This is an optimization exercise on Yosys and OpenROAD, whose aim is small area, not a production implementation. Only simulation tests tie the RTL to the original design; equivalence was not proved. Power and IR drop assume default switching activity.

JK:
==> flow/design.v <==
module pong_main
#(
  parameter SCR_W = 1280,
  parameter SCR_H = 720,
  parameter SIM = 1'b0
)
(
  input  wire        CLK,
  input  wire        RST,
  input  wire [10:0] H_CNT,
  input  wire [10:0] V_CNT,
  input  wire        EncA_QA,
  input  wire        EncA_QB,
  input  wire        EncB_QA,
  input  wire        EncB_QB,
  output wire [7:0]  RED,
  output wire [7:0]  GREEN,
  output wire [7:0]  BLUE,
  output wire [3:0]  LED
);
  function [11:0] add11;             
    input [10:0] a, b;
    integer i;
    reg c;
    begin
      c = 1'b0;
      for (i = 0; i < 11; i = i + 1) begin
        add11[i] = a[i] ^ b[i] ^ c;
        c = (a[i] & b[i]) | ((a[i] ^ b[i]) & c);
      end
      add11[11] = c;
    end
  endfunction
  function [10:0] addk11;            
    input [10:0] a;
    input        en, dn;
    integer i;
    reg c, k;
    begin
      c = 1'b0;
      for (i = 0; i < 11; i = i + 1) begin
        k = (i == 0) ? en : (en & dn);
        addk11[i] = a[i] ^ k ^ c;
        c = (a[i] & k) | ((a[i] ^ k) & c);
      end
    end
  endfunction
  function [8:0] addk9;              
    input [8:0] a;
    input       en, dn;
    integer i;
    reg c;
    reg [8:0] k;
    begin
      k = {{6{en & dn}}, en & ~dn, en & dn, en};
      c = 1'b0;
      for (i = 0; i < 9; i = i + 1) begin
        addk9[i] = a[i] ^ k[i] ^ c;
        c = (a[i] & k[i]) | ((a[i] ^ k[i]) & c);
      end
    end
  endfunction
  function [3:0] addk4;              
    input [3:0] a;
    input       en;
    integer i;
    reg c;
    begin
      c = en;
      for (i = 0; i < 4; i = i + 1) begin
        addk4[i] = a[i] ^ c;
        c = c & a[i];
      end
    end
  endfunction
  function gec12;                    
    input [11:0] x, k;
    integer i;
    reg ge;
    begin
      ge = 1'b1;
      for (i = 0; i < 12; i = i + 1)
        ge = k[i] ? (x[i] & ge) : (x[i] | ge);
      gec12 = ge;
    end
  endfunction
  localparam [3:0] START = 4'd0, RLM = 4'd1, LRM = 4'd2, LRUL = 4'd3,
                   LRUR = 4'd4, LRL = 4'd5, TBR = 4'd6, BTR = 4'd7,
                   RLL = 4'd8, BTL = 4'd9;
  reg [10:0] lf;           
  reg [3:0]  hb;           
  reg [10:0] bhn;          
  reg [8:0]  tl, tr;       
  reg        apre, bpre;
  reg [3:0]  seg;
  reg [4:0]  u;            
  reg        mv;           
  wire [10:0] bh = ~bhn;
  wire start = (seg == START);
  reg        cm, cinv;
  reg [10:0] A;
  always @(*) begin
    case (seg)
      LRUL:    begin cm = 1'b1; cinv = 1'b1; A = 11'd1668; end   
      LRUR:    begin cm = 1'b1; cinv = 1'b1; A = 11'd423;  end   
      RLL:     begin cm = 1'b1; cinv = 1'b1; A = 11'd423;  end   
      BTR:     begin cm = 1'b1; cinv = 1'b1; A = 11'd966;  end   
      LRL:     begin cm = 1'b1; cinv = 1'b0; A = 11'd1707; end   
      TBR:     begin cm = 1'b1; cinv = 1'b0; A = 11'd359;  end   
      BTL:     begin cm = 1'b1; cinv = 1'b0; A = 11'd202;  end   
      default: begin cm = 1'b0; cinv = 1'b0; A = 11'd1687; end   
    endcase
  end
  wire [10:0] bvx = {11{cm}} & (bhn ^ {11{cinv}});
  wire [11:0] bvs = add11(A, bvx);
  wire [10:0] bvn = bvs[10:0];
  wire [11:0] sh = add11(H_CNT, bhn);
  wire [11:0] sv = add11(V_CNT, bvn);
  wire in_h = gec12(sh, 12'd2040) & ~gec12(sh, 12'd2055);
  wire in_v = gec12(sv, 12'd2040) & ~gec12(sv, 12'd2055);
  wire ball = in_h & in_v & (bhn[10:3] != 8'hFF) & (bvn[10:3] != 8'hFF);
  wire top  = (V_CNT == 11'd0) | (V_CNT == 11'd719);
  wire [8:0]  tpn = H_CNT[10] ? ~tr : ~tl;
  wire [11:0] sp  = add11(V_CNT, {2'b00, tpn});
  wire pcol = (H_CNT == 11'd3) | (H_CNT == 11'd11) | (H_CNT == 11'd1272) | (H_CNT == 11'd1280);
  wire pad  = pcol & gec12(sp, 12'd511) & ~gec12(sp, 12'd692);
  wire white = ball | top;
  assign RED   = {8{white | pad}};
  assign GREEN = {8{white}};
  assign BLUE  = {8{white}};
  wire lf_z    = (lf[9:0] == 10'd0);
  wire lf_wrap = lf[10] & lf_z;
  always @(posedge CLK or posedge RST)
    if (RST) begin
      lf <= 11'd0;
      hb <= 4'd0;
    end else begin
      lf <= {lf[9:0], lf[10] ^ lf[8] ^ lf_z};
      hb <= addk4(hb, lf_wrap);
    end
  assign LED = hb;
  wire a_fall = apre & ~EncA_QA;
  wire b_fall = bpre & ~EncB_QA;
  wire tl_max = tl[8] & tl[7] & tl[6];                 
  wire tl_min = ~tl[8] & ~tl[7] & ~tl[5] & ~tl[0];     
  wire tr_max = tr[8] & tr[7] & tr[6];
  wire tr_min = ~tr[8] & ~tr[7] & ~tr[5] & ~tr[0];
  wire a_en = a_fall & ~(EncA_QB ? tl_min : tl_max);
  wire b_en = b_fall & ~(EncB_QB ? tr_min : tr_max);
  always @(posedge CLK or posedge RST)
    if (RST) begin
      apre <= 1'b0;
      bpre <= 1'b0;
      tl   <= 9'd270;
      tr   <= 9'd270;
    end else begin
      apre <= EncA_QA;
      bpre <= EncB_QA;
      tl   <= addk9(tl, a_en, EncA_QB);
      tr   <= addk9(tr, b_en, EncB_QB);
    end
  wire l_top = gec12({3'd0, tl}, 12'd271) & ~gec12({3'd0, tl}, 12'd361);
  wire l_bot = gec12({3'd0, tl}, 12'd180) & ~gec12({3'd0, tl}, 12'd270);
  wire l_mid = (tl == 9'd270);
  wire r_top = gec12({3'd0, tr}, 12'd271) & ~gec12({3'd0, tr}, 12'd361);
  wire r_bot = gec12({3'd0, tr}, 12'd180) & ~gec12({3'd0, tr}, 12'd270);
  reg       go_start, stay;
  reg [3:0] nseg;
  always @(*) begin
    go_start = 1'b0;
    stay     = 1'b0;
    nseg     = seg;
    case (seg)
      RLM:  if (bh == 11'd0) go_start = 1'b1;
            else if (bh == 11'd19) begin
              if (l_bot)      nseg = LRL;
              else if (l_top) nseg = LRUL;
              else if (l_mid) nseg = LRM;
            end
      LRM:  if (bh == 11'd1271) go_start = 1'b1;
            else if (bh == 11'd1264) begin
              if (r_top)      nseg = LRUR;
              else if (r_bot) nseg = RLL;
            end
      LRUL: if (bh == 11'd369) nseg = TBR;
      LRL:  if (bh == 11'd370) nseg = BTR;
      RLL:  if (bh == 11'd913) nseg = BTL;
      BTL:  if (bh == 11'd8) go_start = 1'b1;
      TBR:  if (bh == 11'd1272) go_start = 1'b1;
            else stay = 1'b1;
      default:                        
            if (bh == 11'd1272) go_start = 1'b1;
    endcase
  end
  wire u_z   = (u[3:0] == 4'd0);
  wire step  = ~start & ~mv & u[4] & u_z;
  wire left  = (seg == RLM) | (seg == RLL) | (seg == BTL);
  wire h_en  = step | (mv & stay);
  wire [10:0] bhn_step = addk11(bhn, h_en, ~left);
  always @(posedge CLK or posedge RST)
    if (RST) begin
      seg <= START;
      u   <= 5'd0;
      mv  <= 1'b0;
      bhn <= ~11'd640;
    end else begin
      bhn <= (mv & go_start) ? ~11'd640 : bhn_step;
      if (start)
        seg <= RLM;
      else if (mv) begin
        if (go_start) begin
          seg <= START;
          mv  <= 1'b0;
        end else if (!stay) begin
          seg <= nseg;
          mv  <= 1'b0;
        end
      end else begin
        u  <= {u[3:0], u[4] ^ u[2] ^ u_z};
        mv <= step;
      end
    end
endmodule
==> flow/config.mk <==
export PLATFORM = sky130hd
export DESIGN_NAME = pong_main
export DESIGN_NICKNAME = pong_main
export VERILOG_FILES = /design/flow/design.v
export SDC_FILE = /design/flow/constraint.sdc
export NUM_CORES = 4
export LEC_CHECK = 0
export CAP_MARGIN = 20
export CORE_MARGIN = 2
export CORE_UTILIZATION = 40
export CTS_BUF_LIST = sky130_fd_sc_hd__clkbuf_4 sky130_fd_sc_hd__clkbuf_8
export CTS_CLUSTER_DIAMETER = 100
export CTS_CLUSTER_SIZE = 16
export SLEW_MARGIN = 20
==> flow/constraint.sdc <==
create_clock -name core_clock -period 10.0 [get_ports {CLK}]
set_input_delay 2.0000 -clock core_clock [delete_from_list [all_inputs] [get_ports {CLK}]]
set_output_delay 2.0000 -clock core_clock [all_outputs]
set_load 0.01 [all_outputs]
standard.sh (not shown) runs the stock make flow with config.mk's settings and CLKGATE_MAP_FILE= SYNTH_SCRIPT=/design/flow/synth_recipe.tcl, a recipe that flattens the netlist after the stock synthesis.
==> flow/flow/run.sh <==
#!/bin/bash
set -euo pipefail
export BUFFER_PORTS_ARGS="-buffer_cell sky130_fd_sc_hd__buf_1"
bash standard.sh > standard.log 2>&1
Relative to JK, the following input files were edited for MS:
Settings: removing CTS_CLUSTER_DIAMETER (formerly 100); removing CTS_BUF_LIST (formerly sky130_fd_sc_hd__clkbuf_4 sky130_fd_sc_hd__clkbuf_8); removing CTS_CLUSTER_SIZE (formerly 16).
==> flow/run.sh (new file) <==
#!/bin/bash
# synth_recipe.tcl (not shown) runs the flow's synth.tcl, then flattens the netlist and writes it again
# the make line also repeats each setting of config.mk as NAME=value (left out here)
make -C /OpenROAD-flow-scripts/flow DESIGN_CONFIG=/design/flow/config.mk WORK_HOME=/design/flow/orfs CLKGATE_MAP_FILE= SYNTH_SCRIPT=/design/flow/synth_recipe.tcl finish
removed: flow/flow/run.sh
removed: flow/standard.sh
==> comparison <==
Against JK, MS comes in 0.04 ns higher on maximum single-stage delay on the critical path.
Going from JK to MS, the routed length on met1 was found to have gone up by 5.2%.
Post-detailed-route wirelength per cell on MS is up relative to JK.
Looking at highest-delay cell along the critical path, the clkdlybuf4s50_1 result is from MS; the fa_1 one comes from JK.
| path depth of the worst reg2reg path | MS vs JK | 2 lower |
Looking at number of placed cells counting well taps across MS and JK, the one that comes out higher is MS.
A last element of the critical path of RED[6] is what JK shows, while RED[0] belongs to MS.
Changes observed in MS relative to JK: count of cell instances traversed by the critical path went down 7; via count +61; die area held.
Input-level comparison between AL and MS:
Settings: setting CTS_CLUSTER_SIZE to 16 for the first time; setting CTS_BUF_LIST to sky130_fd_sc_hd__clkbuf_4 sky130_fd_sc_hd__clkbuf_8 for the first time; setting CTS_CLUSTER_DIAMETER to 100 for the first time.
Findings:
- Taking MS as the reference point, the met3 track utilization from global routing of AL rises by 0.63 points.
- Of MS and AL, the lower fraction of final layout cells sized beyond drive strength 1 belongs to MS.
- Worst hold margin: AL higher than MS
- The lower share of power burned in registers of MS and AL is in MS.
- AL vs. MS: fraction of power consumed by the clock network decreased 4.8 points; core utilization decreased 0.27 points; register-to-register slack essentially unchanged; final number of setup-violating endpoints essentially unchanged.
- Setup slack in AL is smaller than in MS.
- From MS to AL, count of clock-buffer cells in the layout did not move at all.
- Total power after layout delta (AL − MS): favourable

[afterwards: timing with drivers on the ports]
No port has a modelled driver above. Below, the same layouts with a new extraction and two added sets of constraints. Step 1 (the two cells are an assumption about what drives the block):
set clk [get_ports {CLK}]
set_driving_cell -lib_cell sky130_fd_sc_hd__clkbuf_16 $clk
set_driving_cell -lib_cell sky130_fd_sc_hd__buf_2 [delete_from_list [all_inputs] $clk]
Step 2 also shifts input and output timing later by t, the mid clock arrival at the registers, as if the neighbouring blocks saw the same clock. a / b / c = ideal ports / drivers / drivers and shift; a / b = the first two.
| run | shift t [ns] | slack for setup (ns) | worst setup path after step 2 | worst data-port slew with drivers (ns) | cell pins on the clock port's net |
|---|---|---|---|---|---|
| JK | 0.350 | 0.472 / 0.440 / 0.628 | input to output | 0.06 | 1 |
| MS | 0.339 | 0.201 / 0.172 / 0.172 | input to output | 0.04 | 1 |
| AL | 0.360 | 0.175 / 0.146 / 0.146 | input to output | 0.04 | 1 |
After both steps setup and hold are still met in every run listed.
